Source: an optimization exercise on an open RTL-to-GDS flow (aim: small area). Production flows keep margins and buffers that such runs may drop. The RTL was checked by simulation tests, not by an equivalence proof against the original design. Power and IR drop assume default switching activity.

==> flow/design.v, too long to show whole: its modules and the start of the top module <==
// module prbs5: 20 lines
// module rx_rom: 240 lines
// module tx_rom1: 348 lines
// module tx_rom2: 280 lines
// module sat9: 7 lines
// module mac: 210 lines
// module txsum: 176 lines
// module kmul_p: 25 lines
// module kmul_i: 13 lines
// module pi_loop_filter: 44 lines
// module top_poly: 173 lines
module top_poly #(
  parameter NB_INPUT   = 8,
  parameter NBF_INPUT  = 7,
  parameter NB_OUTPUT  = 9,
  parameter NBF_OUTPUT = 7
 )
 (
  output signed [NB_OUTPUT-1:0] o_data,
  input [5:0] phase,
  input       i_en,    
  input       rst_n,   
  input       rst2,    
  input       clk
  );
  // ...
==> flow/run.sh <==
#!/bin/bash
# synth_recipe.tcl (not shown) runs the flow's synth.tcl, then flattens the netlist and writes it again
# the make line also repeats each setting of config.mk as NAME=value (left out here)
make -C /OpenROAD-flow-scripts/flow DESIGN_CONFIG=/design/flow/config.mk WORK_HOME=/design/flow/orfs CLKGATE_MAP_FILE= SYNTH_SCRIPT=/design/flow/synth_recipe.tcl finish
==> flow/config.mk <==
export PLATFORM = sky130hd
export DESIGN_NAME = top_poly
export DESIGN_NICKNAME = top_poly
export VERILOG_FILES = /design/flow/design.v
export SDC_FILE = /design/flow/constraint.sdc
export NUM_CORES = 4
export LEC_CHECK = 0
export CAP_MARGIN = 20
export CORE_MARGIN = 2
export CORE_UTILIZATION = 40
export CTS_BUF_LIST = sky130_fd_sc_hd__clkbuf_4
export CTS_CLUSTER_SIZE = 24
export PLACE_DENSITY = 0.6
export SLEW_MARGIN = 20
==> flow/constraint.sdc <==
create_clock -name core_clock -period 12.0 [get_ports {clk}]
set_input_delay 2.4000 -clock core_clock [delete_from_list [all_inputs] [get_ports {clk}]]
set_output_delay 2.4000 -clock core_clock [all_outputs]
set_load 0.01 [all_outputs]
==> run_results.csv, run 1 <==
group,metric,value,unit
status,status,"failed layout checks",
status,so_faults,"negative setup slack",
power,combPwrFrac,71.0,%
logic_synthesis,syn_avg_cell_area,8.31,um2
logic_synthesis,synthFlopType,"dfxtp_1",
cts,cts_setup_buffers,5,
timing,grt_setup_unrepaired,"true",
global_routing,grt_max_degree,69,
final_layout,final_cell_mix,"buf_4, nand2_1, nor2_1",
logic_synthesis,synth-seq-area-share,24.2,%
worst_setup_path,r2r-start,"c[1]",
timing,finalSetupViolations,2,
final_layout,nMultiInputCombCells,2577,
drt,wl_met1,40300,um
cts,cts_max_path_buffers,3,
drt,wl_per_cell,19.0,um
power,finalPower,8230,uW
power,p_clk,964,uW
worst_setup_path,r2r_cells,47,
timing,worst_slack,-790,ps
logic_synthesis,synth-seq-cells,313,
global_routing,grt-ovfl-total,0,
job,max-cap-violations,0,
logic_synthesis,synth-adder-area-share,20.3,%
worst_setup_path,startpoint,"c[1]",
==> run 2: changes to the inputs <==
--- a/flow/config.mk
+++ b/flow/config.mk
@@ -8,7 +8,5 @@
 export CAP_MARGIN = 20
 export CORE_MARGIN = 2
 export CORE_UTILIZATION = 40
-export CTS_BUF_LIST = sky130_fd_sc_hd__clkbuf_4
-export CTS_CLUSTER_SIZE = 24
 export PLACE_DENSITY = 0.6
 export SLEW_MARGIN = 20
==> run 2 against run 1 <==
Net effect: the layout still fails its checks (negative setup slack); worst setup slack gained 47 ps; die area is the same; maximum frequency grew 0.37%; critical path depth shrank 1; synthesized cell count is the same; core utilization grew 0.30 points; critical endpoint unchanged; highest routed layer unchanged; clock power grew about 20%; via count shrank 1.4%.
==> run_results.csv, run 2 <==
group,metric,value,unit
hold_path,min_from,"R[8][0]",
global_routing,grt_pass1_wl,140000,um
drt,wl_met2,38200,um
timing,finalClockSkew,28.0,ps
worst_setup_path,r2r_cells,46,
timing,finalSetupViolations,2,
drt,drc,0,
power,power.density,253,nW/um2
final_layout,largest_reg_flops,117,
worst_setup_path,crit_path_start_kind,"register",
die,core,68800,um2
timing,hold_viol_final,0,
cts,cts_made_buffers,38,
worst_setup_path,rr_endpoint,"txacc[22]",
die,row_count,96,
power,combPwrFrac,69.4,%
placed_design,gp_congestion,1.02,
timing,max_freq,78.5,MHz
timing,maxSlewViolCount,0,
drt,vias,25700,
cts,clkLatencyLatePin,570,ps
power,leakagePower,0.0137,uW
final_layout,final_cell_mix,"buf_4, nand2_1, nor2_1",
worst_setup_path,critPathCapture,"txacc[22]",
worst_setup_path,criticalPathCategory,"reg2reg",
logic_synthesis,synthTopCellsByArea,"dfxtp_1, fa_1, ha_1",
worst_setup_path,slowest_stage,"or4_4",
die,pin_count,19,
worst_setup_path,r2r-start,"c[1]",
final_layout,largestRegisters,"R (117), u_loop.mf (24)",
status,status,"failed layout checks",
logic_synthesis,synth.most_common_cell,"nand2_1",
drt,wl_per_cell,19.3,um
power,p_sw,3770,uW
cts,cts_max_path_buffers,3,
worst_setup_path,critical_path_arrival,13170,ps
global_routing,grt_max_degree,69,
timing,tns,-833,ps
drt,drtAntennaViolNets,0,
power,finalPower,8440,uW
die,die_h,268,um
worst_setup_path,end_kind,"register",
logic_synthesis,synth_area_leader_cell,"dfxtp_1",
timing,timing.hold.ws,321,ps
global_routing,grt-ovfl-total,0,
timing,finalCritPeriodShare,106,%
final_layout,largest_register,"R",
worst_setup_path,crit_path_max_incr_delay,530,ps
worst_setup_path,crit_top_cell,"fa_2",
logic_synthesis,synth-seq-area-share,24.2,%
timing,max_slew_margin,30.6,%
cts,cts.clk_slew.worst_paths,70,ps
logic_synthesis,synth-edff-count,48,
final_layout,insertedDiodeCount,0,
placed_design,hpwl,67300,um
worst_setup_path,crit_fanout,5,
timing,min_period,12740,ps
logic_synthesis,syn-cell-area,27900,um2
logic_synthesis,ys_top_cells_by_count,"nand2_1, nor2_1, dfxtp_1, a21oi_1, inv_1",
final_layout,fin_nets,3960,
drt,wirelength,88200,um
global_routing,grt_use_total,24.5,%
power,p_int,4670,uW
global_routing,antenna_found_initial,0,
logic_synthesis,syn_inst,3352,
drt,top_layer,"met4",
power,clockPowerShare,13.7,%
power,vdd_ir_drop_max,0.363,mV
cts,cts_hold_buf,0,
die,die_area,71800,um2
worst_setup_path,startpoint,"c[1]",
drt,drtPass1Iterations,6,
placed_design,dp_slack,-912,ps
die,start_util,40.5,%
final_layout,drive_gt1_share,18.3,%
timing,worst_slack,-743,ps
cts,cts-root-buf,"clkbuf_16",
timing,max_slew.worst_pin.slew,1040,ps
logic_synthesis,synth.distinct_cells,116,
drt,dr_wl_met3,6330,um
cts,h-tree-depth,2,
drt,drtIter0Drc,2388,
die,die_w,268,um
status,so_faults,"negative setup slack",
power,pwr-share-seq,16.9,%
drt,wl_met1,40500,um
logic_synthesis,syn_avg_cell_area,8.31,um2
cts,clkSinkCount,313,
logic_synthesis,syn_nets,3701,
timing,grt_setup_unrepaired,"true",
logic_synthesis,synthFlopType,"dfxtp_1",
logic_synthesis,yosys_warnings,8,
worst_setup_path,crit_required,12420,ps
logic_synthesis,synth-seq-cells,313,
placed_design,portBuffers,15,
logic_synthesis,synthArstFlopShare,0,%
job,max-cap-violations,0,
global_routing,grt_pass1_vias,24700,
drt,vias_per_cell,5.62,
logic_synthesis,yosysTopAreaCellShare,19.0,%
hold_path,worst_hold_path_type,"reg2reg",
final_layout,layout_commonest_cell,"buf_4",
power,switching_share,44.7,%
final_layout,area_growth,19.6,%
cts,cts_tree,"done",
worst_setup_path,ff2ff_setup_slack,-740,ps
-- run 2: cell counts after synthesis --
Identical to the previous run, type by type.
-- run 2: timing repair --
action,in CTS,in global routing
gates cloned,1,0
gates resized for setup,10,53
setup endpoints to repair,2,9
buffers inserted,1,11
pin swaps,4,13
-- run 2: power groups by stage --
stage	Sequential, uW	Clock [uW]	Combinational (uW)
2_1_floorplan	1420	0	4280
4_1_cts	1430	1190	5760
5_1_grt	1440	1230	6510
3_5_place_dp	1450	0	5690
6_report	1420	1160	5860
3_3_place_gp	1450	0	5660
-- run 2: worst min path at each step --
stage                     endpoint  slack (ps)  cells past startpoint
after floorplan            R[0][0]         310                      0
after global placement     R[8][1]         310                      0
after detailed placement   R[0][0]         310                      0
after CTS                  R[0][0]         320                      0
after global routing       R[0][0]         330                      0
final                      R[7][0]         320                      0
-- run 2: metrics by stage --
step                      utilization (%)  std cells  area (um2)
after floorplan                         -       3352       28100
after global placement               46.1       4490       31700
after detailed placement             46.1       4490       31700
after CTS                            48.0       4562       33000
after global routing                 48.4       4572       33300
final                                48.4       4572       33300
-- run 2: layout make-up --
class | count | area [um2]
timing repair buffer | 438 | 3510
sequential | 313 | 6750
tap | 931 | 1160
clock inverter | 30 | 307
inverter | 243 | 926
multi-input combinational | 2577 | 19700
fill | 6712 | 35500
clock buffer | 40 | 968
-- run 2: worst max-delay path, delay by kind of cell, from the launching register on --
family,cells,cell delay (ps)
and+or+nand+nor,4,1590
adders and majority gates,24,8030
DFF,1,370
buffers and inverters,5,360
xor gates and xnor gates,5,840
AOI/OAI and AO/OA,7,1180
muxes,1,210
-- run 2: routing by layer --
metal  vias up  GRT usage, %
met5         -             0
met4         0          8.50
met3       220          3.62
met2      1012          37.5
met1     12200          35.1
li1      12300             -
-- run 2: cells by family (layout without fill, tap and decap cells) --
group | count (synthesis) | count (layout) | share of synthesized area, %
AO/OA/AOI/OAI | 856 | 856 | 20.4
XOR/XNOR | 174 | 174 | 5.57
adder cells (fa/ha/maj) | 339 | 339 | 20.3
buffers and inverters | 462 | 751 | 6.73
flip-flops | 313 | 313 | 24.2
multiplexers | 103 | 103 | 4.17
AND/OR/NAND/NOR | 1105 | 1105 | 18.6

static timing again, ports no longer ideal:
No port has a modelled driver above. Below, the same layouts with a new extraction and two added sets of constraints.
Step 1 sets driving cells, clkbuf_16 on the clock port and buf_2 on the other inputs (assumed; they add their load-dependent delay and slew).
Step 2 adds t to the input delays and takes it off the output delays; t is the mean of the earliest and latest rising clock arrival at the registers after step 1. Input paths then give back, and output paths get back, about the clock's delay inside the block.
Slacks: no drivers / after step 1 / after step 2; pairs: no drivers / after step 1.
run	shift t [ns]	setup slack, ns	worst setup path at the end
run 1	0.864	-0.790 / -0.790 / -0.790	register to register
run 2	0.619	-0.743 / -0.743 / -0.743	register to register
